From an optimization exercise on the open Yosys and OpenROAD flow, aimed at small area and a short achievable clock period; shortcuts taken in it are not production practice.
Only simulation tests tie the RTL to the original design; equivalence was not proved.

File: flow/config.mk
export PLATFORM = sky130hd
export DESIGN_NAME = pe
export DESIGN_NICKNAME = pe
export VERILOG_FILES = /design/flow/design.v
export SDC_FILE = /design/flow/constraint.sdc
export NUM_CORES = 4
export LEC_CHECK = 0
export ABC_AREA = 1
export CAP_MARGIN = 20
export CORE_MARGIN = 2
export CORE_UTILIZATION = 40
export CTS_BUF_LIST = sky130_fd_sc_hd__clkbuf_8
export CTS_CLUSTER_SIZE = 30
export SETUP_SLACK_MARGIN = 3.9
export SLEW_MARGIN = 20
export SYNTH_HIERARCHICAL = 1
export TNS_END_PERCENT = 0
File: flow/constraint.sdc
create_clock -name core_clock -period 9.0 [get_ports {clk}]
set_input_delay 1.8000 -clock core_clock [delete_from_list [all_inputs] [get_ports {clk}]]
set_output_delay 1.8000 -clock core_clock [all_outputs]
set_load 0.01 [all_outputs]
File: flow/design.v
module pe (
    input wire clk,
    input wire rst,
    input wire [31:0] a,
    input wire [31:0] b,
    output wire [31:0] c
);
  reg [63:0] st;
  wire [32:0] bx = {b, 1'b0};
  wire [15:0] one, two, neg;
  genvar gi;
  generate
    for (gi = 0; gi < 16; gi = gi + 1) begin : enc
      assign one[gi] = bx[2*gi+1] ^ bx[2*gi];
      assign two[gi] = (bx[2*gi+2] & ~bx[2*gi+1] & ~bx[2*gi]) | (~bx[2*gi+2] & bx[2*gi+1] & bx[2*gi]);
      assign neg[gi] = bx[2*gi+2];
    end
  endgenerate
  wire [31:0] pp0;
  wire x0 = one[0] & a[0];
  wire e0 = neg[0] & ~x0;
  assign pp0[31:1] = ((a[31:1] & {31{one[0]}}) | (a[30:0] & {31{two[0]}})) ^ {31{neg[0]}};
  assign pp0[0] = x0;
  wire [29:0] pp1;
  wire x1 = one[1] & a[0];
  wire e1 = neg[1] & ~x1;
  assign pp1[29:1] = ((a[29:1] & {29{one[1]}}) | (a[28:0] & {29{two[1]}})) ^ {29{neg[1]}};
  assign pp1[0] = x1;
  wire [27:0] pp2;
  wire x2 = one[2] & a[0];
  wire e2 = neg[2] & ~x2;
  assign pp2[27:1] = ((a[27:1] & {27{one[2]}}) | (a[26:0] & {27{two[2]}})) ^ {27{neg[2]}};
  assign pp2[0] = x2;
  wire [25:0] pp3;
  wire x3 = one[3] & a[0];
  wire e3 = neg[3] & ~x3;
  assign pp3[25:1] = ((a[25:1] & {25{one[3]}}) | (a[24:0] & {25{two[3]}})) ^ {25{neg[3]}};
  assign pp3[0] = x3;
  wire [23:0] pp4;
  wire x4 = one[4] & a[0];
  wire e4 = neg[4] & ~x4;
  assign pp4[23:1] = ((a[23:1] & {23{one[4]}}) | (a[22:0] & {23{two[4]}})) ^ {23{neg[4]}};
  assign pp4[0] = x4;
  wire [21:0] pp5;
  wire x5 = one[5] & a[0];
  wire e5 = neg[5] & ~x5;
  assign pp5[21:1] = ((a[21:1] & {21{one[5]}}) | (a[20:0] & {21{two[5]}})) ^ {21{neg[5]}};
  assign pp5[0] = x5;
  wire [19:0] pp6;
  wire x6 = one[6] & a[0];
  wire e6 = neg[6] & ~x6;
  assign pp6[19:1] = ((a[19:1] & {19{one[6]}}) | (a[18:0] & {19{two[6]}})) ^ {19{neg[6]}};
  assign pp6[0] = x6;
  wire [17:0] pp7;
  wire x7 = one[7] & a[0];
  wire e7 = neg[7] & ~x7;
  assign pp7[17:1] = ((a[17:1] & {17{one[7]}}) | (a[16:0] & {17{two[7]}})) ^ {17{neg[7]}};
  assign pp7[0] = x7;
  wire [15:0] pp8;
  wire x8 = one[8] & a[0];
  wire e8 = neg[8] & ~x8;
  assign pp8[15:1] = ((a[15:1] & {15{one[8]}}) | (a[14:0] & {15{two[8]}})) ^ {15{neg[8]}};
  assign pp8[0] = x8;
  wire [13:0] pp9;
  wire x9 = one[9] & a[0];
  wire e9 = neg[9] & ~x9;
  assign pp9[13:1] = ((a[13:1] & {13{one[9]}}) | (a[12:0] & {13{two[9]}})) ^ {13{neg[9]}};
  assign pp9[0] = x9;
  wire [11:0] pp10;
  wire x10 = one[10] & a[0];
  wire e10 = neg[10] & ~x10;
  assign pp10[11:1] = ((a[11:1] & {11{one[10]}}) | (a[10:0] & {11{two[10]}})) ^ {11{neg[10]}};
  assign pp10[0] = x10;
  wire [9:0] pp11;
  wire x11 = one[11] & a[0];
  wire e11 = neg[11] & ~x11;
  assign pp11[9:1] = ((a[9:1] & {9{one[11]}}) | (a[8:0] & {9{two[11]}})) ^ {9{neg[11]}};
  assign pp11[0] = x11;
  wire [7:0] pp12;
  wire x12 = one[12] & a[0];
  wire e12 = neg[12] & ~x12;
  assign pp12[7:1] = ((a[7:1] & {7{one[12]}}) | (a[6:0] & {7{two[12]}})) ^ {7{neg[12]}};
  assign pp12[0] = x12;
  wire [5:0] pp13;
  wire x13 = one[13] & a[0];
  wire e13 = neg[13] & ~x13;
  assign pp13[5:1] = ((a[5:1] & {5{one[13]}}) | (a[4:0] & {5{two[13]}})) ^ {5{neg[13]}};
  assign pp13[0] = x13;
  wire [3:0] pp14;
  wire x14 = one[14] & a[0];
  wire e14 = neg[14] & ~x14;
  assign pp14[3:1] = ((a[3:1] & {3{one[14]}}) | (a[2:0] & {3{two[14]}})) ^ {3{neg[14]}};
  assign pp14[0] = x14;
  wire [1:0] pp15;
  wire x15 = one[15] & a[0];
  wire e15 = neg[15] & ~x15;
  assign pp15[1:1] = ((a[1:1] & {1{one[15]}}) | (a[0:0] & {1{two[15]}})) ^ {1{neg[15]}};
  assign pp15[0] = x15;
  wire s1, k2;
  ha u1 (.a(st[0]), .b(x0), .s(s1), .co(k2));
  wire s3, k4;
  fa u3 (.a(st[1]), .b(e0), .c(pp0[1]), .s(s3), .co(k4));
  wire s5, k6;
  ha u5 (.a(k2), .b(s3), .s(s5), .co(k6));
  wire s7, k8;
  fa u7 (.a(st[2]), .b(pp0[2]), .c(x1), .s(s7), .co(k8));
  wire s9, k10;
  fa u9 (.a(k4), .b(s7), .c(k6), .s(s9), .co(k10));
  wire s11, k12;
  fa u11 (.a(st[3]), .b(e1), .c(pp0[3]), .s(s11), .co(k12));
  wire s13, k14;
  fa u13 (.a(pp1[1]), .b(k8), .c(s11), .s(s13), .co(k14));
  wire s15, k16;
  ha u15 (.a(s13), .b(k10), .s(s15), .co(k16));
  wire s17, k18;
  fa u17 (.a(st[4]), .b(pp0[4]), .c(pp1[2]), .s(s17), .co(k18));
  wire s19, k20;
  fa u19 (.a(x2), .b(k12), .c(s17), .s(s19), .co(k20));
  wire s21, k22;
  fa u21 (.a(k14), .b(s19), .c(k16), .s(s21), .co(k22));
  wire s23, k24;
  fa u23 (.a(st[5]), .b(e2), .c(pp0[5]), .s(s23), .co(k24));
  wire s25, k26;
  fa u25 (.a(pp1[3]), .b(pp2[1]), .c(k18), .s(s25), .co(k26));
  wire s27, k28;
  fa u27 (.a(s23), .b(k20), .c(s25), .s(s27), .co(k28));
  wire s29, k30;
  ha u29 (.a(s27), .b(k22), .s(s29), .co(k30));
  wire s31, k32;
  fa u31 (.a(st[6]), .b(pp0[6]), .c(pp1[4]), .s(s31), .co(k32));
  wire s33, k34;
  fa u33 (.a(pp2[2]), .b(x3), .c(k24), .s(s33), .co(k34));
  wire s35, k36;
  fa u35 (.a(s31), .b(k26), .c(s33), .s(s35), .co(k36));
  wire s37, k38;
  fa u37 (.a(k28), .b(s35), .c(k30), .s(s37), .co(k38));
  wire s39, k40;
  fa u39 (.a(st[7]), .b(st[8]), .c(e3), .s(s39), .co(k40));
  wire s41, k42;
  fa u41 (.a(pp0[7]), .b(pp1[5]), .c(pp2[3]), .s(s41), .co(k42));
  wire s43, k44;
  fa u43 (.a(pp3[1]), .b(s39), .c(k32), .s(s43), .co(k44));
  wire s45, k46;
  fa u45 (.a(s41), .b(k34), .c(s43), .s(s45), .co(k46));
  wire s47, k48;
  ha u47 (.a(k36), .b(s45), .s(s47), .co(k48));
  wire s49, k50;
  fa u49 (.a(st[9]), .b(pp0[8]), .c(pp1[6]), .s(s49), .co(k50));
  wire s51, k52;
  fa u51 (.a(pp2[4]), .b(pp3[2]), .c(x4), .s(s51), .co(k52));
  wire s53, k54;
  fa u53 (.a(k40), .b(k42), .c(s49), .s(s53), .co(k54));
  wire s55, k56;
  fa u55 (.a(s51), .b(k44), .c(s53), .s(s55), .co(k56));
  wire s57, k58;
  fa u57 (.a(k46), .b(s55), .c(k48), .s(s57), .co(k58));
  wire s59, k60;
  fa u59 (.a(st[10]), .b(e4), .c(pp0[9]), .s(s59), .co(k60));
  wire s61, k62;
  fa u61 (.a(pp1[7]), .b(pp2[5]), .c(pp3[3]), .s(s61), .co(k62));
  wire s63, k64;
  fa u63 (.a(pp4[1]), .b(k50), .c(k52), .s(s63), .co(k64));
  wire s65, k66;
  fa u65 (.a(s59), .b(s61), .c(k54), .s(s65), .co(k66));
  wire s67, k68;
  fa u67 (.a(s63), .b(k56), .c(s65), .s(s67), .co(k68));
  wire s69, k70;
  ha u69 (.a(s67), .b(k58), .s(s69), .co(k70));
  wire s71, k72;
  fa u71 (.a(st[11]), .b(st[12]), .c(pp0[10]), .s(s71), .co(k72));
  wire s73, k74;
  fa u73 (.a(pp1[8]), .b(pp2[6]), .c(pp3[4]), .s(s73), .co(k74));
  wire s75, k76;
  fa u75 (.a(pp4[2]), .b(x5), .c(k60), .s(s75), .co(k76));
  wire s77, k78;
  fa u77 (.a(k62), .b(s71), .c(s73), .s(s77), .co(k78));
  wire s79, k80;
  fa u79 (.a(k64), .b(s75), .c(s77), .s(s79), .co(k80));
  wire s81, k82;
  fa u81 (.a(k66), .b(s79), .c(k68), .s(s81), .co(k82));
  wire s83, k84;
  fa u83 (.a(st[13]), .b(st[14]), .c(e5), .s(s83), .co(k84));
  wire s85, k86;
  fa u85 (.a(pp0[11]), .b(pp1[9]), .c(pp2[7]), .s(s85), .co(k86));
  wire s87, k88;
  fa u87 (.a(pp3[5]), .b(pp4[3]), .c(pp5[1]), .s(s87), .co(k88));
  wire s89, k90;
  fa u89 (.a(s83), .b(k72), .c(k74), .s(s89), .co(k90));
  wire s91, k92;
  fa u91 (.a(s85), .b(s87), .c(k76), .s(s91), .co(k92));
  wire s93, k94;
  fa u93 (.a(s89), .b(k78), .c(s91), .s(s93), .co(k94));
  wire s95, k96;
  ha u95 (.a(k80), .b(s93), .s(s95), .co(k96));
  wire s97, k98;
  fa u97 (.a(st[15]), .b(pp0[12]), .c(pp1[10]), .s(s97), .co(k98));
  wire s99, k100;
  fa u99 (.a(pp2[8]), .b(pp3[6]), .c(pp4[4]), .s(s99), .co(k100));
  wire s101, k102;
  fa u101 (.a(pp5[2]), .b(x6), .c(k84), .s(s101), .co(k102));
  wire s103, k104;
  fa u103 (.a(k86), .b(k88), .c(s97), .s(s103), .co(k104));
  wire s105, k106;
  fa u105 (.a(s99), .b(s101), .c(k90), .s(s105), .co(k106));
  wire s107, k108;
  fa u107 (.a(s103), .b(k92), .c(s105), .s(s107), .co(k108));
  wire s109, k110;
  fa u109 (.a(k94), .b(s107), .c(k96), .s(s109), .co(k110));
  wire s111, k112;
  fa u111 (.a(st[16]), .b(st[17]), .c(e6), .s(s111), .co(k112));
  wire s113, k114;
  fa u113 (.a(pp0[13]), .b(pp1[11]), .c(pp2[9]), .s(s113), .co(k114));
  wire s115, k116;
  fa u115 (.a(pp3[7]), .b(pp4[5]), .c(pp5[3]), .s(s115), .co(k116));
  wire s117, k118;
  fa u117 (.a(pp6[1]), .b(s111), .c(k98), .s(s117), .co(k118));
  wire s119, k120;
  fa u119 (.a(k100), .b(s113), .c(s115), .s(s119), .co(k120));
  wire s121, k122;
  fa u121 (.a(k102), .b(k104), .c(s117), .s(s121), .co(k122));
  wire s123, k124;
  fa u123 (.a(s119), .b(k106), .c(s121), .s(s123), .co(k124));
  wire s125, k126;
  ha u125 (.a(k108), .b(s123), .s(s125), .co(k126));
  wire s127, k128;
  fa u127 (.a(st[18]), .b(st[19]), .c(pp0[14]), .s(s127), .co(k128));
  wire s129, k130;
  fa u129 (.a(pp1[12]), .b(pp2[10]), .c(pp3[8]), .s(s129), .co(k130));
  wire s131, k132;
  fa u131 (.a(pp4[6]), .b(pp5[4]), .c(pp6[2]), .s(s131), .co(k132));
  wire s133, k134;
  fa u133 (.a(x7), .b(k112), .c(k114), .s(s133), .co(k134));
  wire s135, k136;
  fa u135 (.a(k116), .b(s127), .c(s129), .s(s135), .co(k136));
  wire s137, k138;
  fa u137 (.a(s131), .b(k118), .c(s133), .s(s137), .co(k138));
  wire s139, k140;
  fa u139 (.a(k120), .b(s135), .c(k122), .s(s139), .co(k140));
  wire s141, k142;
  fa u141 (.a(s137), .b(s139), .c(k124), .s(s141), .co(k142));
  wire s143, k144;
  fa u143 (.a(st[20]), .b(st[21]), .c(e7), .s(s143), .co(k144));
  wire s145, k146;
  fa u145 (.a(pp0[15]), .b(pp1[13]), .c(pp2[11]), .s(s145), .co(k146));
  wire s147, k148;
  fa u147 (.a(pp3[9]), .b(pp4[7]), .c(pp5[5]), .s(s147), .co(k148));
  wire s149, k150;
  fa u149 (.a(pp6[3]), .b(pp7[1]), .c(s143), .s(s149), .co(k150));
  wire s151, k152;
  fa u151 (.a(k128), .b(k130), .c(k132), .s(s151), .co(k152));
  wire s153, k154;
  fa u153 (.a(s145), .b(s147), .c(s149), .s(s153), .co(k154));
  wire s155, k156;
  fa u155 (.a(k134), .b(k136), .c(s151), .s(s155), .co(k156));
  wire s157, k158;
  fa u157 (.a(s153), .b(k138), .c(s155), .s(s157), .co(k158));
  wire s159, k160;
  ha u159 (.a(k140), .b(s157), .s(s159), .co(k160));
  wire s161, k162;
  fa u161 (.a(st[22]), .b(st[23]), .c(pp0[16]), .s(s161), .co(k162));
  wire s163, k164;
  fa u163 (.a(pp1[14]), .b(pp2[12]), .c(pp3[10]), .s(s163), .co(k164));
  wire s165, k166;
  fa u165 (.a(pp4[8]), .b(pp5[6]), .c(pp6[4]), .s(s165), .co(k166));
  wire s167, k168;
  fa u167 (.a(pp7[2]), .b(x8), .c(k144), .s(s167), .co(k168));
  wire s169, k170;
  fa u169 (.a(k146), .b(k148), .c(s161), .s(s169), .co(k170));
  wire s171, k172;
  fa u171 (.a(s163), .b(s165), .c(k150), .s(s171), .co(k172));
  wire s173, k174;
  fa u173 (.a(s167), .b(k152), .c(s169), .s(s173), .co(k174));
  wire s175, k176;
  fa u175 (.a(k154), .b(s171), .c(k156), .s(s175), .co(k176));
  wire s177, k178;
  fa u177 (.a(s173), .b(k158), .c(s175), .s(s177), .co(k178));
  wire s179, k180;
  fa u179 (.a(st[24]), .b(st[25]), .c(e8), .s(s179), .co(k180));
  wire s181, k182;
  fa u181 (.a(pp0[17]), .b(pp1[15]), .c(pp2[13]), .s(s181), .co(k182));
  wire s183, k184;
  fa u183 (.a(pp3[11]), .b(pp4[9]), .c(pp5[7]), .s(s183), .co(k184));
  wire s185, k186;
  fa u185 (.a(pp6[5]), .b(pp7[3]), .c(pp8[1]), .s(s185), .co(k186));
  wire s187, k188;
  fa u187 (.a(s179), .b(k162), .c(k164), .s(s187), .co(k188));
  wire s189, k190;
  fa u189 (.a(k166), .b(s181), .c(s183), .s(s189), .co(k190));
  wire s191, k192;
  fa u191 (.a(s185), .b(k168), .c(k170), .s(s191), .co(k192));
  wire s193, k194;
  fa u193 (.a(s187), .b(s189), .c(k172), .s(s193), .co(k194));
  wire s195, k196;
  fa u195 (.a(k174), .b(s191), .c(s193), .s(s195), .co(k196));
  wire s197, k198;
  ha u197 (.a(k176), .b(s195), .s(s197), .co(k198));
  wire s199, k200;
  fa u199 (.a(st[26]), .b(st[27]), .c(pp0[18]), .s(s199), .co(k200));
  wire s201, k202;
  fa u201 (.a(pp1[16]), .b(pp2[14]), .c(pp3[12]), .s(s201), .co(k202));
  wire s203, k204;
  fa u203 (.a(pp4[10]), .b(pp5[8]), .c(pp6[6]), .s(s203), .co(k204));
  wire s205, k206;
  fa u205 (.a(pp7[4]), .b(pp8[2]), .c(x9), .s(s205), .co(k206));
  wire s207, k208;
  fa u207 (.a(k180), .b(k182), .c(k184), .s(s207), .co(k208));
  wire s209, k210;
  fa u209 (.a(k186), .b(s199), .c(s201), .s(s209), .co(k210));
  wire s211, k212;
  fa u211 (.a(s203), .b(s205), .c(k188), .s(s211), .co(k212));
  wire s213, k214;
  fa u213 (.a(k190), .b(s207), .c(s209), .s(s213), .co(k214));
  wire s215, k216;
  fa u215 (.a(k192), .b(s211), .c(k194), .s(s215), .co(k216));
  wire s217, k218;
  fa u217 (.a(s213), .b(k196), .c(s215), .s(s217), .co(k218));
  wire s219, k220;
  fa u219 (.a(st[28]), .b(st[29]), .c(st[30]), .s(s219), .co(k220));
  wire s221, k222;
  fa u221 (.a(s219), .b(e9), .c(pp0[19]), .s(s221), .co(k222));
  wire s223, k224;
  fa u223 (.a(pp1[17]), .b(pp2[15]), .c(pp3[13]), .s(s223), .co(k224));
  wire s225, k226;
  fa u225 (.a(pp4[11]), .b(pp5[9]), .c(pp6[7]), .s(s225), .co(k226));
  wire s227, k228;
  fa u227 (.a(pp7[5]), .b(pp8[3]), .c(pp9[1]), .s(s227), .co(k228));
  wire s229, k230;
  fa u229 (.a(k200), .b(k202), .c(k204), .s(s229), .co(k230));
  wire s231, k232;
  fa u231 (.a(k206), .b(s221), .c(s223), .s(s231), .co(k232));
  wire s233, k234;
  fa u233 (.a(s225), .b(s227), .c(k208), .s(s233), .co(k234));
  wire s235, k236;
  fa u235 (.a(k210), .b(s229), .c(s231), .s(s235), .co(k236));
  wire s237, k238;
  fa u237 (.a(k212), .b(s233), .c(k214), .s(s237), .co(k238));
  wire s239, k240;
  ha u239 (.a(s235), .b(k216), .s(s239), .co(k240));
  wire s241, k242;
  fa u241 (.a(st[31]), .b(st[32]), .c(k220), .s(s241), .co(k242));
  wire s243, k244;
  fa u243 (.a(s241), .b(pp0[20]), .c(pp1[18]), .s(s243), .co(k244));
  wire s245, k246;
  fa u245 (.a(pp2[16]), .b(pp3[14]), .c(pp4[12]), .s(s245), .co(k246));
  wire s247, k248;
  fa u247 (.a(pp5[10]), .b(pp6[8]), .c(pp7[6]), .s(s247), .co(k248));
  wire s249, k250;
  fa u249 (.a(pp8[4]), .b(pp9[2]), .c(x10), .s(s249), .co(k250));
  wire s251, k252;
  fa u251 (.a(k222), .b(k224), .c(k226), .s(s251), .co(k252));
  wire s253, k254;
  fa u253 (.a(k228), .b(s243), .c(s245), .s(s253), .co(k254));
  wire s255, k256;
  fa u255 (.a(s247), .b(s249), .c(k230), .s(s255), .co(k256));
  wire s257, k258;
  fa u257 (.a(k232), .b(s251), .c(s253), .s(s257), .co(k258));
  wire s259, k260;
  fa u259 (.a(k234), .b(s255), .c(k236), .s(s259), .co(k260));
  wire s261, k262;
  fa u261 (.a(s257), .b(k238), .c(s259), .s(s261), .co(k262));
  wire s263, k264;
  fa u263 (.a(st[33]), .b(st[34]), .c(st[35]), .s(s263), .co(k264));
  wire s265, k266;
  fa u265 (.a(s263), .b(k242), .c(e10), .s(s265), .co(k266));
  wire s267, k268;
  fa u267 (.a(pp0[21]), .b(pp10[1]), .c(pp1[19]), .s(s267), .co(k268));
  wire s269, k270;
  fa u269 (.a(pp2[17]), .b(pp3[15]), .c(pp4[13]), .s(s269), .co(k270));
  wire s271, k272;
  fa u271 (.a(pp5[11]), .b(pp6[9]), .c(pp7[7]), .s(s271), .co(k272));
  wire s273, k274;
  fa u273 (.a(pp8[5]), .b(pp9[3]), .c(s265), .s(s273), .co(k274));
  wire s275, k276;
  fa u275 (.a(k244), .b(k246), .c(k248), .s(s275), .co(k276));
  wire s277, k278;
  fa u277 (.a(k250), .b(s267), .c(s269), .s(s277), .co(k278));
  wire s279, k280;
  fa u279 (.a(s271), .b(s273), .c(k252), .s(s279), .co(k280));
  wire s281, k282;
  fa u281 (.a(k254), .b(s275), .c(s277), .s(s281), .co(k282));
  wire s283, k284;
  fa u283 (.a(k256), .b(s279), .c(k258), .s(s283), .co(k284));
  wire s285, k286;
  ha u285 (.a(s281), .b(k260), .s(s285), .co(k286));
  wire s287, k288;
  fa u287 (.a(st[36]), .b(st[37]), .c(k264), .s(s287), .co(k288));
  wire s289, k290;
  fa u289 (.a(s287), .b(pp0[22]), .c(pp10[2]), .s(s289), .co(k290));
  wire s291, k292;
  fa u291 (.a(pp1[20]), .b(pp2[18]), .c(pp3[16]), .s(s291), .co(k292));
  wire s293, k294;
  fa u293 (.a(pp4[14]), .b(pp5[12]), .c(pp6[10]), .s(s293), .co(k294));
  wire s295, k296;
  fa u295 (.a(pp7[8]), .b(pp8[6]), .c(pp9[4]), .s(s295), .co(k296));
  wire s297, k298;
  fa u297 (.a(x11), .b(k266), .c(k268), .s(s297), .co(k298));
  wire s299, k300;
  fa u299 (.a(k270), .b(k272), .c(s289), .s(s299), .co(k300));
  wire s301, k302;
  fa u301 (.a(s291), .b(s293), .c(s295), .s(s301), .co(k302));
  wire s303, k304;
  fa u303 (.a(k274), .b(k276), .c(s297), .s(s303), .co(k304));
  wire s305, k306;
  fa u305 (.a(k278), .b(s299), .c(s301), .s(s305), .co(k306));
  wire s307, k308;
  fa u307 (.a(k280), .b(s303), .c(k282), .s(s307), .co(k308));
  wire s309, k310;
  fa u309 (.a(s305), .b(k284), .c(s307), .s(s309), .co(k310));
  wire s311, k312;
  fa u311 (.a(st[38]), .b(st[39]), .c(st[40]), .s(s311), .co(k312));
  wire s313, k314;
  fa u313 (.a(s311), .b(k288), .c(e11), .s(s313), .co(k314));
  wire s315, k316;
  fa u315 (.a(pp0[23]), .b(pp10[3]), .c(pp11[1]), .s(s315), .co(k316));
  wire s317, k318;
  fa u317 (.a(pp1[21]), .b(pp2[19]), .c(pp3[17]), .s(s317), .co(k318));
  wire s319, k320;
  fa u319 (.a(pp4[15]), .b(pp5[13]), .c(pp6[11]), .s(s319), .co(k320));
  wire s321, k322;
  fa u321 (.a(pp7[9]), .b(pp8[7]), .c(pp9[5]), .s(s321), .co(k322));
  wire s323, k324;
  fa u323 (.a(s313), .b(k290), .c(k292), .s(s323), .co(k324));
  wire s325, k326;
  fa u325 (.a(k294), .b(k296), .c(s315), .s(s325), .co(k326));
  wire s327, k328;
  fa u327 (.a(s317), .b(s319), .c(s321), .s(s327), .co(k328));
  wire s329, k330;
  fa u329 (.a(k298), .b(k300), .c(s323), .s(s329), .co(k330));
  wire s331, k332;
  fa u331 (.a(k302), .b(s325), .c(s327), .s(s331), .co(k332));
  wire s333, k334;
  fa u333 (.a(k304), .b(s329), .c(k306), .s(s333), .co(k334));
  wire s335, k336;
  ha u335 (.a(s331), .b(k308), .s(s335), .co(k336));
  wire s337, k338;
  fa u337 (.a(st[41]), .b(st[42]), .c(k312), .s(s337), .co(k338));
  wire s339, k340;
  fa u339 (.a(s337), .b(pp0[24]), .c(pp10[4]), .s(s339), .co(k340));
  wire s341, k342;
  fa u341 (.a(pp11[2]), .b(pp1[22]), .c(pp2[20]), .s(s341), .co(k342));
  wire s343, k344;
  fa u343 (.a(pp3[18]), .b(pp4[16]), .c(pp5[14]), .s(s343), .co(k344));
  wire s345, k346;
  fa u345 (.a(pp6[12]), .b(pp7[10]), .c(pp8[8]), .s(s345), .co(k346));
  wire s347, k348;
  fa u347 (.a(pp9[6]), .b(x12), .c(k314), .s(s347), .co(k348));
  wire s349, k350;
  fa u349 (.a(k316), .b(k318), .c(k320), .s(s349), .co(k350));
  wire s351, k352;
  fa u351 (.a(k322), .b(s339), .c(s341), .s(s351), .co(k352));
  wire s353, k354;
  fa u353 (.a(s343), .b(s345), .c(s347), .s(s353), .co(k354));
  wire s355, k356;
  fa u355 (.a(k324), .b(k326), .c(s349), .s(s355), .co(k356));
  wire s357, k358;
  fa u357 (.a(k328), .b(s351), .c(s353), .s(s357), .co(k358));
  wire s359, k360;
  fa u359 (.a(k330), .b(s355), .c(k332), .s(s359), .co(k360));
  wire s361, k362;
  fa u361 (.a(s357), .b(k334), .c(s359), .s(s361), .co(k362));
  wire s363, k364;
  fa u363 (.a(st[43]), .b(st[44]), .c(st[45]), .s(s363), .co(k364));
  wire s365, k366;
  fa u365 (.a(s363), .b(k338), .c(e12), .s(s365), .co(k366));
  wire s367, k368;
  fa u367 (.a(pp0[25]), .b(pp10[5]), .c(pp11[3]), .s(s367), .co(k368));
  wire s369, k370;
  fa u369 (.a(pp12[1]), .b(pp1[23]), .c(pp2[21]), .s(s369), .co(k370));
  wire s371, k372;
  fa u371 (.a(pp3[19]), .b(pp4[17]), .c(pp5[15]), .s(s371), .co(k372));
  wire s373, k374;
  fa u373 (.a(pp6[13]), .b(pp7[11]), .c(pp8[9]), .s(s373), .co(k374));
  wire s375, k376;
  fa u375 (.a(pp9[7]), .b(s365), .c(k340), .s(s375), .co(k376));
  wire s377, k378;
  fa u377 (.a(k342), .b(k344), .c(k346), .s(s377), .co(k378));
  wire s379, k380;
  fa u379 (.a(s367), .b(s369), .c(s371), .s(s379), .co(k380));
  wire s381, k382;
  fa u381 (.a(s373), .b(k348), .c(k350), .s(s381), .co(k382));
  wire s383, k384;
  fa u383 (.a(s375), .b(k352), .c(s377), .s(s383), .co(k384));
  wire s385, k386;
  fa u385 (.a(s379), .b(k354), .c(k356), .s(s385), .co(k386));
  wire s387, k388;
  fa u387 (.a(s381), .b(s383), .c(k358), .s(s387), .co(k388));
  wire s389, k390;
  ha u389 (.a(s385), .b(k360), .s(s389), .co(k390));
  wire s391, k392;
  fa u391 (.a(st[46]), .b(st[47]), .c(st[48]), .s(s391), .co(k392));
  wire s393, k394;
  fa u393 (.a(k364), .b(s391), .c(pp0[26]), .s(s393), .co(k394));
  wire s395, k396;
  fa u395 (.a(pp10[6]), .b(pp11[4]), .c(pp12[2]), .s(s395), .co(k396));
  wire s397, k398;
  fa u397 (.a(pp1[24]), .b(pp2[22]), .c(pp3[20]), .s(s397), .co(k398));
  wire s399, k400;
  fa u399 (.a(pp4[18]), .b(pp5[16]), .c(pp6[14]), .s(s399), .co(k400));
  wire s401, k402;
  fa u401 (.a(pp7[12]), .b(pp8[10]), .c(pp9[8]), .s(s401), .co(k402));
  wire s403, k404;
  fa u403 (.a(x13), .b(k366), .c(k368), .s(s403), .co(k404));
  wire s405, k406;
  fa u405 (.a(k370), .b(k372), .c(k374), .s(s405), .co(k406));
  wire s407, k408;
  fa u407 (.a(s393), .b(s395), .c(s397), .s(s407), .co(k408));
  wire s409, k410;
  fa u409 (.a(s399), .b(s401), .c(k376), .s(s409), .co(k410));
  wire s411, k412;
  fa u411 (.a(k378), .b(s403), .c(s405), .s(s411), .co(k412));
  wire s413, k414;
  fa u413 (.a(k380), .b(s407), .c(k382), .s(s413), .co(k414));
  wire s415, k416;
  fa u415 (.a(s409), .b(k384), .c(s411), .s(s415), .co(k416));
  wire s417, k418;
  fa u417 (.a(k386), .b(s413), .c(s415), .s(s417), .co(k418));
  wire s419, k420;
  fa u419 (.a(st[49]), .b(st[50]), .c(st[51]), .s(s419), .co(k420));
  wire s421, k422;
  fa u421 (.a(k392), .b(s419), .c(e13), .s(s421), .co(k422));
  wire s423, k424;
  fa u423 (.a(pp0[27]), .b(pp10[7]), .c(pp11[5]), .s(s423), .co(k424));
  wire s425, k426;
  fa u425 (.a(pp12[3]), .b(pp13[1]), .c(pp1[25]), .s(s425), .co(k426));
  wire s427, k428;
  fa u427 (.a(pp2[23]), .b(pp3[21]), .c(pp4[19]), .s(s427), .co(k428));
  wire s429, k430;
  fa u429 (.a(pp5[17]), .b(pp6[15]), .c(pp7[13]), .s(s429), .co(k430));
  wire s431, k432;
  fa u431 (.a(pp8[11]), .b(pp9[9]), .c(s421), .s(s431), .co(k432));
  wire s433, k434;
  fa u433 (.a(k394), .b(k396), .c(k398), .s(s433), .co(k434));
  wire s435, k436;
  fa u435 (.a(k400), .b(k402), .c(s423), .s(s435), .co(k436));
  wire s437, k438;
  fa u437 (.a(s425), .b(s427), .c(s429), .s(s437), .co(k438));
  wire s439, k440;
  fa u439 (.a(s431), .b(k404), .c(k406), .s(s439), .co(k440));
  wire s441, k442;
  fa u441 (.a(k408), .b(s433), .c(s435), .s(s441), .co(k442));
  wire s443, k444;
  fa u443 (.a(s437), .b(k410), .c(k412), .s(s443), .co(k444));
  wire s445, k446;
  fa u445 (.a(s439), .b(s441), .c(k414), .s(s445), .co(k446));
  wire s447, k448;
  ha u447 (.a(k416), .b(s443), .s(s447), .co(k448));
  wire s449, k450;
  fa u449 (.a(st[52]), .b(st[53]), .c(st[54]), .s(s449), .co(k450));
  wire s451, k452;
  fa u451 (.a(k420), .b(s449), .c(pp0[28]), .s(s451), .co(k452));
  wire s453, k454;
  fa u453 (.a(pp10[8]), .b(pp11[6]), .c(pp12[4]), .s(s453), .co(k454));
  wire s455, k456;
  fa u455 (.a(pp13[2]), .b(pp1[26]), .c(pp2[24]), .s(s455), .co(k456));
  wire s457, k458;
  fa u457 (.a(pp3[22]), .b(pp4[20]), .c(pp5[18]), .s(s457), .co(k458));
  wire s459, k460;
  fa u459 (.a(pp6[16]), .b(pp7[14]), .c(pp8[12]), .s(s459), .co(k460));
  wire s461, k462;
  fa u461 (.a(pp9[10]), .b(x14), .c(k422), .s(s461), .co(k462));
  wire s463, k464;
  fa u463 (.a(k424), .b(k426), .c(k428), .s(s463), .co(k464));
  wire s465, k466;
  fa u465 (.a(k430), .b(s451), .c(s453), .s(s465), .co(k466));
  wire s467, k468;
  fa u467 (.a(s455), .b(s457), .c(s459), .s(s467), .co(k468));
  wire s469, k470;
  fa u469 (.a(k432), .b(s461), .c(k434), .s(s469), .co(k470));
  wire s471, k472;
  fa u471 (.a(k436), .b(s463), .c(k438), .s(s471), .co(k472));
  wire s473, k474;
  fa u473 (.a(s465), .b(s467), .c(k440), .s(s473), .co(k474));
  wire s475, k476;
  fa u475 (.a(s469), .b(k442), .c(s471), .s(s475), .co(k476));
  wire s477, k478;
  fa u477 (.a(k444), .b(s473), .c(s475), .s(s477), .co(k478));
  wire s479, k480;
  fa u479 (.a(st[55]), .b(st[56]), .c(st[57]), .s(s479), .co(k480));
  wire s481, k482;
  fa u481 (.a(k450), .b(s479), .c(e14), .s(s481), .co(k482));
  wire s483, k484;
  fa u483 (.a(pp0[29]), .b(pp10[9]), .c(pp11[7]), .s(s483), .co(k484));
  wire s485, k486;
  fa u485 (.a(pp12[5]), .b(pp13[3]), .c(pp14[1]), .s(s485), .co(k486));
  wire s487, k488;
  fa u487 (.a(pp1[27]), .b(pp2[25]), .c(pp3[23]), .s(s487), .co(k488));
  wire s489, k490;
  fa u489 (.a(pp4[21]), .b(pp5[19]), .c(pp6[17]), .s(s489), .co(k490));
  wire s491, k492;
  fa u491 (.a(pp7[15]), .b(pp8[13]), .c(pp9[11]), .s(s491), .co(k492));
  wire s493, k494;
  fa u493 (.a(s481), .b(k452), .c(k454), .s(s493), .co(k494));
  wire s495, k496;
  fa u495 (.a(k456), .b(k458), .c(k460), .s(s495), .co(k496));
  wire s497, k498;
  fa u497 (.a(s483), .b(s485), .c(s487), .s(s497), .co(k498));
  wire s499, k500;
  fa u499 (.a(s489), .b(s491), .c(k462), .s(s499), .co(k500));
  wire s501, k502;
  fa u501 (.a(k464), .b(s493), .c(k466), .s(s501), .co(k502));
  wire s503, k504;
  fa u503 (.a(s495), .b(k468), .c(s497), .s(s503), .co(k504));
  wire s505, k506;
  fa u505 (.a(s499), .b(k470), .c(k472), .s(s505), .co(k506));
  wire s507, k508;
  fa u507 (.a(s501), .b(s503), .c(k474), .s(s507), .co(k508));
  wire s509, k510;
  ha u509 (.a(s505), .b(k476), .s(s509), .co(k510));
  wire s511, k512;
  fa u511 (.a(st[58]), .b(st[59]), .c(st[60]), .s(s511), .co(k512));
  wire s513, k514;
  fa u513 (.a(k480), .b(s511), .c(pp0[30]), .s(s513), .co(k514));
  wire s515, k516;
  fa u515 (.a(pp10[10]), .b(pp11[8]), .c(pp12[6]), .s(s515), .co(k516));
  wire s517, k518;
  fa u517 (.a(pp13[4]), .b(pp14[2]), .c(pp1[28]), .s(s517), .co(k518));
  wire s519, k520;
  fa u519 (.a(pp2[26]), .b(pp3[24]), .c(pp4[22]), .s(s519), .co(k520));
  wire s521, k522;
  fa u521 (.a(pp5[20]), .b(pp6[18]), .c(pp7[16]), .s(s521), .co(k522));
  wire s523, k524;
  fa u523 (.a(pp8[14]), .b(pp9[12]), .c(x15), .s(s523), .co(k524));
  wire s525, k526;
  fa u525 (.a(k482), .b(k484), .c(k486), .s(s525), .co(k526));
  wire s527, k528;
  fa u527 (.a(k488), .b(k490), .c(k492), .s(s527), .co(k528));
  wire s529, k530;
  fa u529 (.a(s513), .b(s515), .c(s517), .s(s529), .co(k530));
  wire s531, k532;
  fa u531 (.a(s519), .b(s521), .c(s523), .s(s531), .co(k532));
  wire s533, k534;
  fa u533 (.a(k494), .b(k496), .c(s525), .s(s533), .co(k534));
  wire s535, k536;
  fa u535 (.a(s527), .b(k498), .c(k500), .s(s535), .co(k536));
  wire s537, k538;
  fa u537 (.a(s529), .b(s531), .c(k502), .s(s537), .co(k538));
  wire s539, k540;
  fa u539 (.a(s533), .b(k504), .c(s535), .s(s539), .co(k540));
  wire s541, k542;
  fa u541 (.a(k506), .b(s537), .c(s539), .s(s541), .co(k542));
  wire s543, k544;
  fa u543 (.a(st[61]), .b(st[62]), .c(st[63]), .s(s543), .co(k544));
  wire s545, k546;
  fa u545 (.a(k512), .b(s543), .c(e15), .s(s545), .co(k546));
  wire s547, k548;
  fa u547 (.a(pp0[31]), .b(pp10[11]), .c(pp11[9]), .s(s547), .co(k548));
  wire s549, k550;
  fa u549 (.a(pp12[7]), .b(pp13[5]), .c(pp14[3]), .s(s549), .co(k550));
  wire s551, k552;
  fa u551 (.a(pp15[1]), .b(pp1[29]), .c(pp2[27]), .s(s551), .co(k552));
  wire s553, k554;
  fa u553 (.a(pp3[25]), .b(pp4[23]), .c(pp5[21]), .s(s553), .co(k554));
  wire s555, k556;
  fa u555 (.a(pp6[19]), .b(pp7[17]), .c(pp8[15]), .s(s555), .co(k556));
  wire s557, k558;
  fa u557 (.a(pp9[13]), .b(s545), .c(k514), .s(s557), .co(k558));
  wire s559, k560;
  fa u559 (.a(k516), .b(k518), .c(k520), .s(s559), .co(k560));
  wire s561, k562;
  fa u561 (.a(k522), .b(k524), .c(s547), .s(s561), .co(k562));
  wire s563, k564;
  fa u563 (.a(s549), .b(s551), .c(s553), .s(s563), .co(k564));
  wire s565, k566;
  fa u565 (.a(s555), .b(k526), .c(k528), .s(s565), .co(k566));
  wire s567, k568;
  fa u567 (.a(s557), .b(k530), .c(s559), .s(s567), .co(k568));
  wire s569, k570;
  fa u569 (.a(k532), .b(s561), .c(s563), .s(s569), .co(k570));
  wire s571, k572;
  fa u571 (.a(k534), .b(s565), .c(k536), .s(s571), .co(k572));
  wire s573, k574;
  fa u573 (.a(s567), .b(s569), .c(k538), .s(s573), .co(k574));
  wire s575, k576;
  ha u575 (.a(s571), .b(k540), .s(s575), .co(k576));
  wire [63:0] nx;
  assign nx[0] = s1;
  assign nx[1] = s5;
  assign nx[2] = s9;
  assign nx[3] = s15;
  assign nx[4] = s21;
  assign nx[5] = s29;
  assign nx[6] = s37;
  assign nx[7] = s47;
  assign nx[8] = k38;
  assign nx[9] = s57;
  assign nx[10] = s69;
  assign nx[11] = k70;
  assign nx[12] = s81;
  assign nx[13] = s95;
  assign nx[14] = k82;
  assign nx[15] = s109;
  assign nx[16] = s125;
  assign nx[17] = k110;
  assign nx[18] = k126;
  assign nx[19] = s141;
  assign nx[20] = k142;
  assign nx[21] = s159;
  assign nx[22] = k160;
  assign nx[23] = s177;
  assign nx[24] = k178;
  assign nx[25] = s197;
  assign nx[26] = k198;
  assign nx[27] = s217;
  assign nx[28] = s237;
  assign nx[29] = s239;
  assign nx[30] = k218;
  assign nx[31] = k240;
  assign nx[32] = s261;
  assign nx[33] = s283;
  assign nx[34] = s285;
  assign nx[35] = k262;
  assign nx[36] = k286;
  assign nx[37] = s309;
  assign nx[38] = s333;
  assign nx[39] = s335;
  assign nx[40] = k310;
  assign nx[41] = k336;
  assign nx[42] = s361;
  assign nx[43] = s387;
  assign nx[44] = s389;
  assign nx[45] = k362;
  assign nx[46] = k388;
  assign nx[47] = k390;
  assign nx[48] = s417;
  assign nx[49] = s445;
  assign nx[50] = s447;
  assign nx[51] = k418;
  assign nx[52] = k446;
  assign nx[53] = k448;
  assign nx[54] = s477;
  assign nx[55] = s507;
  assign nx[56] = s509;
  assign nx[57] = k478;
  assign nx[58] = k508;
  assign nx[59] = k510;
  assign nx[60] = s541;
  assign nx[61] = s573;
  assign nx[62] = s575;
  assign nx[63] = k542;
  always @(posedge clk or posedge rst) begin
    if (rst)
      st <= 64'd0;
    else
      st <= nx;
  end
  assign c[0] = st[0];
  assign c[1] = st[1];
  assign c[2] = st[2];
  assign c[3] = st[3];
  assign c[4] = st[4];
  assign c[5] = st[5];
  assign c[6] = st[6];
  wire s100001, k100002;
  fa u100001 (.a(st[28]), .b(st[29]), .c(st[30]), .s(s100001), .co(k100002));
  wire s100003, k100004;
  fa u100003 (.a(st[31]), .b(st[32]), .c(k100002), .s(s100003), .co(k100004));
  wire s100005, k100006;
  fa u100005 (.a(st[33]), .b(st[34]), .c(st[35]), .s(s100005), .co(k100006));
  wire s100007, k100008;
  fa u100007 (.a(st[36]), .b(st[37]), .c(k100006), .s(s100007), .co(k100008));
  wire s100009, k100010;
  fa u100009 (.a(st[38]), .b(st[39]), .c(st[40]), .s(s100009), .co(k100010));
  wire s100011, k100012;
  fa u100011 (.a(st[41]), .b(st[42]), .c(k100010), .s(s100011), .co(k100012));
  wire s100013, k100014;
  fa u100013 (.a(st[43]), .b(st[44]), .c(st[45]), .s(s100013), .co(k100014));
  wire s100015, k100016;
  fa u100015 (.a(st[46]), .b(st[47]), .c(st[48]), .s(s100015), .co(k100016));
  wire s100017, k100018;
  fa u100017 (.a(st[49]), .b(st[50]), .c(st[51]), .s(s100017), .co(k100018));
  wire s100019, k100020;
  fa u100019 (.a(st[52]), .b(st[53]), .c(st[54]), .s(s100019), .co(k100020));
  wire s100021, k100022;
  fa u100021 (.a(st[55]), .b(st[56]), .c(st[57]), .s(s100021), .co(k100022));
  wire s100023, k100024;
  fa u100023 (.a(st[58]), .b(st[59]), .c(st[60]), .s(s100023), .co(k100024));
  wire s100025, k100026;
  fa u100025 (.a(st[61]), .b(st[62]), .c(st[63]), .s(s100025), .co(k100026));
  wire [24:0] ax = {k100024, k100022, k100020, k100018, k100016, k100014, s100013, s100011, s100009, s100007, s100005, s100003, s100001, st[26], st[24], st[22], st[20], st[18], st[16], st[15], st[13], st[11], st[10], st[9], st[7]};
  wire [24:0] bxx = {s100025, s100023, s100021, s100019, s100017, s100015, k100012, 1'b0, k100008, 1'b0, k100004, 1'b0, 1'b0, st[27], st[25], st[23], st[21], st[19], st[17], 1'b0, st[14], st[12], 1'b0, 1'b0, st[8]};
  wire [24:0] p0 = ax ^ bxx;
  wire [24:0] g0 = ax & bxx;
  wire bg1 = g0[1] | (p0[1] & g0[0]);
  wire bg2 = g0[3] | (p0[3] & g0[2]);
  wire bp2 = p0[3] & p0[2];
  wire bg3 = g0[5] | (p0[5] & g0[4]);
  wire bp3 = p0[5] & p0[4];
  wire bg4 = g0[7] | (p0[7] & g0[6]);
  wire bp4 = p0[7] & p0[6];
  wire bg5 = g0[9] | (p0[9] & g0[8]);
  wire bp5 = p0[9] & p0[8];
  wire bg6 = g0[11] | (p0[11] & g0[10]);
  wire bp6 = p0[11] & p0[10];
  wire bg7 = g0[13] | (p0[13] & g0[12]);
  wire bp7 = p0[13] & p0[12];
  wire bg8 = g0[15] | (p0[15] & g0[14]);
  wire bp8 = p0[15] & p0[14];
  wire bg9 = g0[17] | (p0[17] & g0[16]);
  wire bp9 = p0[17] & p0[16];
  wire bg10 = g0[19] | (p0[19] & g0[18]);
  wire bp10 = p0[19] & p0[18];
  wire bg11 = g0[21] | (p0[21] & g0[20]);
  wire bp11 = p0[21] & p0[20];
  wire bg12 = g0[23] | (p0[23] & g0[22]);
  wire bp12 = p0[23] & p0[22];
  wire bg13 = bg2 | (bp2 & bg1);
  wire bg14 = bg4 | (bp4 & bg3);
  wire bp14 = bp4 & bp3;
  wire bg15 = bg6 | (bp6 & bg5);
  wire bp15 = bp6 & bp5;
  wire bg16 = bg8 | (bp8 & bg7);
  wire bp16 = bp8 & bp7;
  wire bg17 = bg10 | (bp10 & bg9);
  wire bp17 = bp10 & bp9;
  wire bg18 = bg12 | (bp12 & bg11);
  wire bp18 = bp12 & bp11;
  wire bg19 = bg14 | (bp14 & bg13);
  wire bg20 = bg16 | (bp16 & bg15);
  wire bp20 = bp16 & bp15;
  wire bg21 = bg18 | (bp18 & bg17);
  wire bp21 = bp18 & bp17;
  wire bg22 = bg20 | (bp20 & bg19);
  wire bg23 = bg21 | (bp21 & bg22);
  wire bg24 = bg15 | (bp15 & bg19);
  wire bg25 = bg17 | (bp17 & bg22);
  wire bg26 = bg3 | (bp3 & bg13);
  wire bg27 = bg5 | (bp5 & bg19);
  wire bg28 = bg7 | (bp7 & bg24);
  wire bg29 = bg9 | (bp9 & bg22);
  wire bg30 = bg11 | (bp11 & bg25);
  wire bg31 = g0[2] | (p0[2] & bg1);
  wire bg32 = g0[4] | (p0[4] & bg13);
  wire bg33 = g0[6] | (p0[6] & bg26);
  wire bg34 = g0[8] | (p0[8] & bg19);
  wire bg35 = g0[10] | (p0[10] & bg27);
  wire bg36 = g0[12] | (p0[12] & bg24);
  wire bg37 = g0[14] | (p0[14] & bg28);
  wire bg38 = g0[16] | (p0[16] & bg22);
  wire bg39 = g0[18] | (p0[18] & bg29);
  wire bg40 = g0[20] | (p0[20] & bg25);
  wire bg41 = g0[22] | (p0[22] & bg30);
  wire bg42 = g0[24] | (p0[24] & bg23);
  assign c[7] = p0[0];
  assign c[8] = p0[1] ^ g0[0];
  assign c[9] = p0[2] ^ bg1;
  assign c[10] = p0[3] ^ bg31;
  assign c[11] = p0[4] ^ bg13;
  assign c[12] = p0[5] ^ bg32;
  assign c[13] = p0[6] ^ bg26;
  assign c[14] = p0[7] ^ bg33;
  assign c[15] = p0[8] ^ bg19;
  assign c[16] = p0[9] ^ bg34;
  assign c[17] = p0[10] ^ bg27;
  assign c[18] = p0[11] ^ bg35;
  assign c[19] = p0[12] ^ bg24;
  assign c[20] = p0[13] ^ bg36;
  assign c[21] = p0[14] ^ bg28;
  assign c[22] = p0[15] ^ bg37;
  assign c[23] = p0[16] ^ bg22;
  assign c[24] = p0[17] ^ bg38;
  assign c[25] = p0[18] ^ bg29;
  assign c[26] = p0[19] ^ bg39;
  assign c[27] = p0[20] ^ bg25;
  assign c[28] = p0[21] ^ bg40;
  assign c[29] = p0[22] ^ bg30;
  assign c[30] = p0[23] ^ bg41;
  assign c[31] = p0[24] ^ bg23;
endmodule
module fa (
    input wire a,
    input wire b,
    input wire c,
    output wire s,
    output wire co
);
  assign s = a ^ b ^ c;
  assign co = (a & b) | (a & c) | (b & c);
endmodule
module ha (
    input wire a,
    input wire b,
    output wire s,
    output wire co
);
  assign s = a ^ b;
  assign co = a & b;
endmodule
File: flow/flow/run.sh
#!/bin/bash
set -euo pipefail
export BUFFER_PORTS_ARGS="-buffer_cell sky130_fd_sc_hd__buf_2"
bash standard.sh > standard.log 2>&1
File: flow/standard.sh
#!/bin/bash
# synth_recipe.tcl (not shown) runs the flow's synth.tcl, then flattens the netlist and writes it again
# the make line also repeats each setting of config.mk as NAME=value (left out here)
make -C /OpenROAD-flow-scripts/flow DESIGN_CONFIG=/design/flow/config.mk WORK_HOME=/design/flow/orfs CLKGATE_MAP_FILE= SYNTH_SCRIPT=/design/flow/synth_recipe.tcl "${@:-finish}"
==> key figures, run 1 <==
Outcome
  • Status: finished clean

Finish
  • Largest register FFs: 64
  • Top flop regs: st (64)
  • Final Util: 47.1%
  • N_diodes: 0
  • Layout cells sized above 1: 22.2%
  • Top reg by flops: st
  • Filler Cell Count: just over 3000
  • Final instance area: 0.0158 mm2
  • Syn-to-layout area delta: 15.3%
  • Nets@finish: 1754

Synthesis
  • Main combinational cell family by area after synthesis: adder cells
  • Simple-gate share of the synthesized area: 3.73%
  • Fraction of the mapped netlist area in compound gates: 14.0%
  • Area share of fa/ha/maj cells after synthesis: between 40% and 50%
  • Mapped Cells: around 1300
  • Post-synthesis sequential area ratio: 11.7%
  • Synthesis Warnings: 7
  • Avg Cell Area, Syn: 10.6 um2
  • Syn Nets: 1693
  • Synth Register Bits: 64
  • Post-Synth XOR/XNOR Area: 17.1%
  • Netlist Area Pre-Place: around 0.014 mm2
  • Mux cell area share after synthesis: 0%
  • Yosys cell types: 30

Global routing
  • Vias in the first global route: 11400
  • Global-route wire length before repair: approximately 68000 um
  • GRT Total Usage: about a quarter
  • Initial antenna violation count: 0
  • Largest net degree at the start of global routing: 65
  • Remaining global-route overflow: 0

Drt
  • WL final: around 46000 um
  • DRC Markers: 0
  • Vias per inst: 6.00
  • Vias post-DR: 10900
  • DRT iter0 DRCs: between 1500 and 2000
  • Router iterations before antenna repair: 6
  • Routed len/inst: ~25 um
  • Antenna Nets Post-Route: 0

Worst hold path
  • Worst hold path class: register to register

STA
  • TNS Setup: 0 ns
  • FMAX: 195 MHz
  • Setup violations, final: 0
  • Min Hold Slack: 0.528 ns
  • Crit path time final: a little over 5 ns
  • Slew Limit Fails: 0
  • Final critical-path share of the clock period: 56.8%
  • Final setup margin: 3.88 ns
  • Max_slew headroom: 39.0%
  • Slew @ Worst Pin: 0.915 ns
  • RSZ-0062 raised after global routing: yes
  • Final clock skew: 0.0134 ns
  • Final Hold Fails: 0

Die
  • Die Y: 189 um
  • Starting Density: 40.8%
  • Die area: 0.0358 mm2
  • Row Count: 67
  • Core area: 0.0336 mm2
  • Die Width: between 150 and 200 um
  • I/O Pins: 98

Job
  • MaxCap Viol Count: 0

Clocking
  • CTS tree: done
  • Total CTS buffers: 9
  • Root buffer cell: clkbuf_8
  • CTS Hold Bufs: 0
  • Htree depth: 3
  • CTS sink cnt: 64
  • Clock Latency Late Sink: 0.38 ns
  • Clk slew on worst S/H paths: 0.09 ns
  • CTS max path bufs: 2

Worst setup path
  • Critical path class: input pin to register
  • Crit start category: input pin
  • Data arrival, critical path: between 5 and 6 ns
  • Data required time of the worst path: between 9 and 10 ns
  • Crit path capture type: register
  • Reg2reg setup slack: 4.98 ns
  • Crit-path max FO: 17

Placement
  • Dpl hpwl: approximately 30000 um
  • Port bufs: between 90 and 100
  • Placed Instance Area: 0.0142 mm2
  • GPL Wtd Cong: 0.848
  • DP Worst Slack: a little under 2 ns
==> timing repair <==
item | CTS | global route
cloned | 3 | 15
setup buffers | 18 | 29
gates resized for setup | 67 | 113
pin swaps | 8 | 29
hold endpoints to repair | 0 | 0
setup endpoints to repair | 70 | 33
==> Yosys stat by module (local to each module, per instance) <==
module  cells  times used  cell area, um2  flip-flops and latches
pe        996           1            7820                      64
ha          1          17            12.5                       0
fa          1         284            20.0                       0
==> stage by stage <==
| step | instances |
|---|---|
| 2_1_floorplan | 1297 |
| 3_3_place_gp | 1730 |
| 3_5_place_dp | 1730 |
| 4_1_cts | 1767 |
| 5_1_grt | 1811 |
| 6_report | 1811 |
==> cells in the final DEF, fill, tap and decap left out, drive strengths merged, types with 4 or more instances in the layout <==
cell,instances
buf,159
inv,78
o21ai,20
xor2,264
clkinv,8
o22ai,254
nand2,64
clkbuf,16
xnor2,4
nor2,50
a21oi,24
clkinvlp,15
nand4,4
nand3,4
dfrtp,64
fa,293
ha,37
==> routing by layer <==
layer  vias up  wire [um]  GRT usage [%]
met5         -          0              0
met4         0       1150           8.14
met3       123       5140           5.21
met2       767      21600           40.3
met1      5558      17700           33.2
li1       4424          -              -
==> kinds of logic (layout without fill, tap and decap cells) <==
group / Yosys count / in the layout
compound gates: 296 / 300
flops: 64 / 64
buf+inv: 215 / 276
xor+xnor: 268 / 268
simple gates: 124 / 125
fa+ha+maj: 330 / 330
==> critical path, stage by stage <==
cell     delay (ns)
buf_16         0.16
nor2_4         0.07
buf_4          0.15
a21oi_2        0.42
o22ai_1        0.14
xor2_1         0.19
fa_1           0.48
fa_1           0.55
fa_1           0.44
fa_1           0.55
fa_1           0.42
==> cells in the mapped netlist, drive strengths merged <==
cell type / number / area (um2)
nand4: 4 / 25.0
clkinv: 7 / 26.3
xor2: 264 / 2310
a31o: 1 / 8.76
nand2: 63 / 249
a21oi: 20 / 153
a21o: 1 / 7.51
nor3: 1 / 5.00
fa: 293 / 5870
xnor2: 4 / 35.0
clkbuf: 30 / 113
buf: 95 / 559
and3: 1 / 6.26
inv: 83 / 312
ha: 37 / 463
nand3: 4 / 20.0
o21ai: 20 / 100
nor2: 50 / 200
dfrtp: 64 / 1600
o22ai: 254 / 1650
or2: 1 / 6.26
==> area by class of cell <==
class | instances | area, um2 | share of cell area, %
clock buffers | 10 | 138 | 0.870
clock inverters | 6 | 43.8 | 0.277
inverters | 90 | 379 | 2.40
multi-input cells | 1023 | 11600 | 73.3
flip-flops and latches | 64 | 1600 | 10.1
well taps | 448 | 561 | 3.54
repair buffers | 165 | 1470 | 9.30
repair inverters | 5 | 35.0 | 0.221
==> final timing paths <==
kind | start | end | cells past startpoint
hold reg to reg | st[0] | st[0] | 1
min in group asynchronous | rst | st[7] | 3
max in group asynchronous | rst | st[44] | 3
setup / recovery | b[5] | st[54] | 11
hold / removal | st[0] | st[0] | 1
setup reg to reg | st[28] | st[37] | 8
==> inputs of run 2 (changes only) <==
--- a/flow/config.mk
+++ b/flow/config.mk
@@ -13,3 +13,3 @@
 export CTS_CLUSTER_SIZE = 30
-export SETUP_SLACK_MARGIN = 3.9
+export SETUP_SLACK_MARGIN = 3.3
 export SLEW_MARGIN = 20
==> key figures, run 2 <==
Synthesis
  • Synthesis Warnings: 7 (unchanged)
  • Commonest cells post-synth: 293 x fa_1, 264 x xor2_1, 244 x o22ai_1 (unchanged)
  • Synth Register Bits: 64 (unchanged)
  • Yosys cell types: 30 (unchanged)
  • FFs w/ async S/R, synth: 100% (unchanged)
  • Number of flops mapped to enable cells by yosys: 0 (unchanged)
  • Mapped Cells: 1297 (unchanged)
  • Post-synthesis sequential area ratio: 11.7% (unchanged)
  • Top-count cell post-synth: fa_1 (unchanged)
  • Netlist Area Pre-Place: 0.0137 mm2 (unchanged)
  • Yosys top cell area share: 42.8% (unchanged)
  • Predominant post-synthesis flop cell: dfrtp_1 (unchanged)
  • Syn Nets: 1693 (unchanged)
  • Area leader, netlist: fa_1 (unchanged)
  • Synth top area cells: fa_1 43%, xor2_1 17%, dfrtp_1 12% (unchanged)
  • Avg Cell Area, Syn: 10.6 um2 (unchanged)

Worst hold path
  • Worst hold path stage count: 1 (unchanged)
  • Hold_sp: st[0] (unchanged)
  • Worst hold path class: register to register (unchanged)
  • Hold EP: st[0] (unchanged)

Global routing
  • Largest net degree at the start of global routing: 65 (unchanged)
  • GRT Total Usage: 23.9% (was 24.8%)
  • Global-route wire length before repair: 64600 um (was 67500 um)
  • Remaining global-route overflow: 0 (unchanged)
  • Vias in the first global route: 10600 (was 11400)
  • Initial antenna violation count: 1 (was 0)

STA
  • Final clock skew: 0.00926 ns (was 0.0134 ns)
  • Setup violations, final: 0 (unchanged)
  • Crit path time final: 5.58 ns (was 5.12 ns)
  • Slew Limit Fails: 0 (unchanged)
  • FMAX: 179 MHz (was 195 MHz)
  • Final Hold Fails: 0 (unchanged)
  • Max_slew headroom: 32.3% (was 39.0%)
  • Slew @ Worst Pin: 1.01 ns (was 0.915 ns)
  • Final setup margin: 3.42 ns (was 3.88 ns)
  • Final critical-path share of the clock period: 62.0% (was 56.8%)
  • RSZ-0062 raised after global routing: no (was yes)
  • TNS Setup: 0 ns (unchanged)

Die
  • Die area: 0.0358 mm2 (unchanged)
  • I/O Pins: 98 (unchanged)
  • Die Y: 189 um (unchanged)
  • Starting Density: 40.8% (unchanged)
  • Row Count: 67 (unchanged)
  • Die Width: 189 um (unchanged)
  • Core area: 0.0336 mm2 (unchanged)

Clocking
  • Total CTS buffers: 9 (unchanged)
  • CTS tree: done (unchanged)
  • CTS sink cnt: 64 (unchanged)
  • Root buffer cell: clkbuf_8 (unchanged)
  • Clock Latency Late Sink: 0.39 ns (was 0.38 ns)
  • CTS Hold Bufs: 0 (unchanged)
  • Htree depth: 3 (unchanged)
  • Clk slew on worst S/H paths: 0.09 ns (about the same)
  • CTS max path bufs: 2 (unchanged)

Worst setup path
  • Data required time of the worst path: 9.27 ns (was 9.26 ns)
  • RR Startpoint: st[33] (was st[28])
  • R2R Path End: st[42] (was st[37])
  • Reg2reg setup slack: 5.06 ns (was 4.98 ns)
  • Crit-path max FO: 34 (was 17)
  • Crit start category: input pin (unchanged)
  • Critical path class: input pin to register (unchanged)
  • R2R depth: 7 (was 8)
  • Crit path capture type: register (unchanged)
  • Data arrival, critical path: 5.85 ns (was 5.38 ns)

Finish
  • Commonest cells after routing, fill and taps aside: 293 x fa_1, 264 x xor2_1, 244 x o22ai_1 (was 268 x fa_1, 261 x xor2_1, 241 x o22ai_1)
  • Layout cells sized above 1: 13.6% (was 22.2%)
  • Syn-to-layout area delta: 6.02% (was 15.3%)
  • Top reg by flops: st (unchanged)
  • Top flop regs: st (64) (unchanged)
  • Largest register FFs: 64 (unchanged)
  • FF/Latch Area: 0.00160 mm2 (unchanged)
  • Most common cell after layout, fill and taps aside: fa_1 (unchanged)
  • Area of the multi-input gates: 0.0112 mm2 (was 0.0116 mm2)
  • Nets@finish: 1695 (was 1754)
  • Filler Cell Count: 3194 (was 3082)
  • Final instance area: 0.0145 mm2 (was 0.0158 mm2)

Placement
  • DP Worst Slack: 2.18 ns (was 1.93 ns)
  • Dpl hpwl: 30000 um (was 29300 um)
  • Port bufs: 97 (unchanged)
  • Placed Instance Area: 0.0142 mm2 (about the same)
  • GPL Wtd Cong: 0.862 (was 0.848)

Drt
  • Router iterations before antenna repair: 7 (was 6)
  • DRC Markers: 0 (unchanged)
  • DRT iter0 DRCs: 918 (was 1831)
  • Vias post-DR: 10200 (was 10900)
  • Antenna Nets Post-Route: 0 (unchanged)
  • Routed len/inst: 24.0 um (was 25.2 um)
  • Vias per inst: 5.83 (was 6.00)
  • WL final: 42100 um (was 45700 um)

Job
  • MaxCap Viol Count: 0 (unchanged)

Outcome
  • Status: finished clean (unchanged)
==> run 2: modules after synthesis (local to each module, per instance) <==
module | copies in the design | area (um2) | flip-flops and latches
ha | 17 | 12.5 | 0
fa | 284 | 20.0 | 0
pe | 1 | 7820 | 64
==> run 2: how the worst max path moves through the flow <==
stage | end | start | cells past startpoint | slack (ns)
after global placement | st[42] | b[0] | 10 | 2.34
after global routing | st[54] | b[19] | 11 | 3.31
after floorplan | st[27] | b[13] | 13 | 3.78
final | st[32] | b[3] | 11 | 3.42
after detailed placement | st[42] | b[0] | 10 | 2.18
after CTS | st[54] | b[15] | 10 | 3.23
==> run 2: routing by layer <==
metal	global-route usage (%)	wire length [um]	part of all wire (%)
met4	8.92	1600	3.8
met5	0	0	0
met3	6.23	4320	10
met1	33.2	17300	41
met2	36.2	18900	45
==> run 2: kinds of logic after synthesis <==
| logic type | count (synthesis) | share of synthesized area [%] |
|---|---|---|
| compound gates | 296 | 14.0 |
| xor+xnor | 268 | 17.1 |
| fa+ha+maj | 330 | 46.1 |
| buf+inv | 215 | 7.36 |
| flops | 64 | 11.7 |
| simple gates | 124 | 3.73 |
==> run 2: critical path: stages <==
cell     delay (ns)
buf_2          0.09
buf_6          0.36
nor2_2         0.16
a21oi_2        0.72
o22ai_1        0.17
xor2_1         0.21
fa_1           0.55
fa_1           0.45
fa_1           0.41
fa_1           0.51
fa_1           0.40
==> run 2: layout make-up <==
| class | instances | area share (%) |
|---|---|---|
| sequential | 64 | 11.0 |
| antenna | 2 | 0.0344 |
| clock buffer | 9 | 0.852 |
| timing repair buffer | 114 | 4.46 |
| clock inverter | 7 | 0.551 |
| tap | 448 | 3.85 |
| inverter | 90 | 2.35 |
| multi-input combinational | 1020 | 76.9 |
==> run 2: stage by stage <==
step	utilization (%)	hold slack [ns]	cells
final	43.3	0.526	1754
after CTS	43.0	0.547	1747
after floorplan	-	0.480	1297
after global placement	42.2	0.521	1730
after global routing	43.3	0.545	1752
after detailed placement	42.2	0.527	1730
==> run 2: repair_timing <==
action / in CTS / in global routing
gates cloned: 1 / 1
endpoints found under the setup margin: 58 / 27
endpoints found under the hold margin: 0 / 0
resized for setup: 12 / 12
pin swaps: 1 / 1
setup buffers: 0 / 3
==> inputs of run 3 (changes only) <==
--- a/flow/config.mk
+++ b/flow/config.mk
@@ -13,3 +13,4 @@
 export CTS_CLUSTER_SIZE = 30
-export SETUP_SLACK_MARGIN = 3.3
+export GPL_ROUTABILITY_DRIVEN = 0
+export SETUP_SLACK_MARGIN = 3.6
 export SLEW_MARGIN = 20
==> key figures, run 3 <==
Outcome
  • Status: finished clean (unchanged)

Worst setup path
  • Crit start category: input pin (unchanged)
  • Worst Setup SP: b[7] (was b[3])
  • Data required time of the worst path: 9.28 ns (was 9.27 ns)
  • Critical path class: input pin to register (unchanged)
  • R2R depth: 7 (unchanged)
  • Setup crit end: st[54] (was st[32])
  • Reg2reg setup slack: 5.05 ns (was 5.06 ns)

Finish
  • Nets@finish: 1705 (was 1695)
  • Syn-to-layout area delta: 7.85% (was 6.02%)
  • Most common cell after layout, fill and taps aside: fa_1 (unchanged)
  • Cell Count, Final, Fillers Out: 1764 (was 1754)
  • Top flop regs: st (64) (unchanged)
  • Layout cells sized above 1: 14.6% (was 13.6%)

Synthesis
  • Area leader, netlist: fa_1 (unchanged)
  • Syn Nets: 1693 (unchanged)
  • Top-count cell post-synth: fa_1 (unchanged)
  • Synthesis Warnings: 7 (unchanged)
  • Mapped Cells: 1297 (unchanged)
  • Netlist Area Pre-Place: 0.0137 mm2 (unchanged)

STA
  • Slew Limit Fails: 0 (unchanged)
  • Setup violations, final: 0 (unchanged)
  • FMAX: 188 MHz (was 179 MHz)
  • Final critical-path share of the clock period: 59.2% (was 62.0%)
  • Final Hold Fails: 0 (unchanged)
  • Min Hold Slack: 0.526 ns (about the same)
  • RSZ-0062 raised after global routing: yes (was no)

Placement
  • Inst Count DP: 1730 (unchanged)
  • Port bufs: 97 (unchanged)

Drt
  • DRT iter0 DRCs: 1042 (was 918)
  • Router iterations before antenna repair: 5 (was 7)
  • Vias post-DR: 10300 (was 10200)
  • Routed len/inst: 24.0 um (about the same)
  • Vias per inst: 5.81 (was 5.83)

Global routing
  • Vias in the first global route: 10700 (was 10600)
  • Initial antenna violation count: 1 (unchanged)
  • Largest net degree at the start of global routing: 65 (unchanged)
  • Global-route wire length before repair: 65100 um (was 64600 um)

Die
  • Die Y: 189 um (unchanged)
  • I/O Pins: 98 (unchanged)
  • Starting Density: 40.8% (unchanged)
  • Row Count: 67 (unchanged)

Clocking
  • Total CTS buffers: 9 (unchanged)
  • CTS tree: done (unchanged)
  • CTS max path bufs: 2 (unchanged)
  • Clk slew on worst S/H paths: 0.09 ns (about the same)
-- run 3: changes by cell type in the layout (fill, tap and decap cells not counted), sizes merged --
cell	previous run	this run
a21oi	22	23
buf	112	118
clkbuf	11	13
clkinvlp	3	4
-- run 3: per-stage QoR --
stage	cell area, um2	setup slack [ns]
2_1_floorplan	13700	3.78
3_3_place_gp	14200	2.34
3_5_place_dp	14200	2.18
4_1_cts	14500	3.52
5_1_grt	14800	3.58
6_report	14800	3.67
-- run 3: logic make-up after synthesis --
| family | after synthesis | synth area share, % |
|---|---|---|
| adders and majority gates | 330 | 46.1 |
| and+or+nand+nor | 124 | 3.73 |
| xor gates and xnor gates | 268 | 17.1 |
| AOI/OAI and AO/OA | 296 | 14.0 |
| buffers and inverters | 215 | 7.36 |
| DFF | 64 | 11.7 |
-- run 3: metal layers --
metal,vias to the layer above,part of all wire [%],track usage (%)
li1,4333,-,-
met1,5241,41,33.4
met2,586,45,36.3
met3,91,10,6.27
met4,0,3.5,9.13
met5,-,0,0
-- run 3: worst min path at each step --
stage / from / end / slack (ns)
5_1_grt: st[0] / st[0] / 0.54
3_3_place_gp: st[0] / st[0] / 0.52
2_1_floorplan: st[0] / st[0] / 0.48
3_5_place_dp: st[0] / st[0] / 0.53
6_report: st[0] / st[0] / 0.53
4_1_cts: st[0] / st[0] / 0.55
-- run 3: worst max-delay path, cell delays in order --
cell and delay, ns:
clkbuf_8 0.26, nand2_1 0.21, nor2_1 0.07, a21oi_2 0.11, buf_4 0.31, o22ai_1 0.13, xor2_1 0.20, fa_1 0.49
fa_1 0.51, fa_1 0.59, fa_1 0.45, fa_1 0.44
-- run 3: what timing repair did --
action / CTS / global route
setup endpoints to repair: 61 / 35
endpoints found under the hold margin: 0 / 0
buffers inserted: 2 / 9
pin swaps: 2 / 4
gates resized for setup: 30 / 26
gates cloned: 2 / 2
-- run 3: final cells by class --
cell class | instances | area, um2
Fill cell | 3166 | 18800
Timing Repair Buffer | 122 | 808
Inverter | 90 | 342
Timing Repair inverter | 1 | 5.00
Multi-Input combinational cell | 1021 | 11300
Sequential cell | 64 | 1600
Tap cell | 448 | 561
Clock inverter | 7 | 80.1
Antenna cell | 2 | 5.00
Clock buffer | 9 | 124
-- run 3: Yosys stat by module, one instance, submodules excluded --
module	area (um2)	times used	flip-flops and latches
pe	7820	1	64
fa	20.0	284	0
ha	12.5	17	0

what the ideal ports hide:
How much do the figures lean on ideal ports? The routed layouts below were timed once more, with nothing changed but the port constraints.
Step 1: set_driving_cell puts a clkbuf_16 on clk and a buf_2 on each other input, an assumption about the parent block.
Step 2 also shifts input and output timing later by t, the mid clock arrival at the registers, as if the neighbouring blocks saw the same clock.
Three values: no drivers, after step 1, after step 2; two values: the first two.
run	t (ns)	setup slack, ns	worst register clock-pin slew, ns	worst slew at a driven data input, ns
run 1	0.428	3.885 / 3.765 / 3.337	0.10 / 0.10	0.17
run 2	0.434	3.420 / 3.443 / 3.008	0.10 / 0.10	0.06
run 3	0.435	3.670 / 3.681 / 3.251	0.10 / 0.10	0.06
After both steps setup and hold are still met in every run listed. For run 1, which loses most, drivers alone change the setup slack by -0.120 ns; drivers and shift together by -0.548 ns.
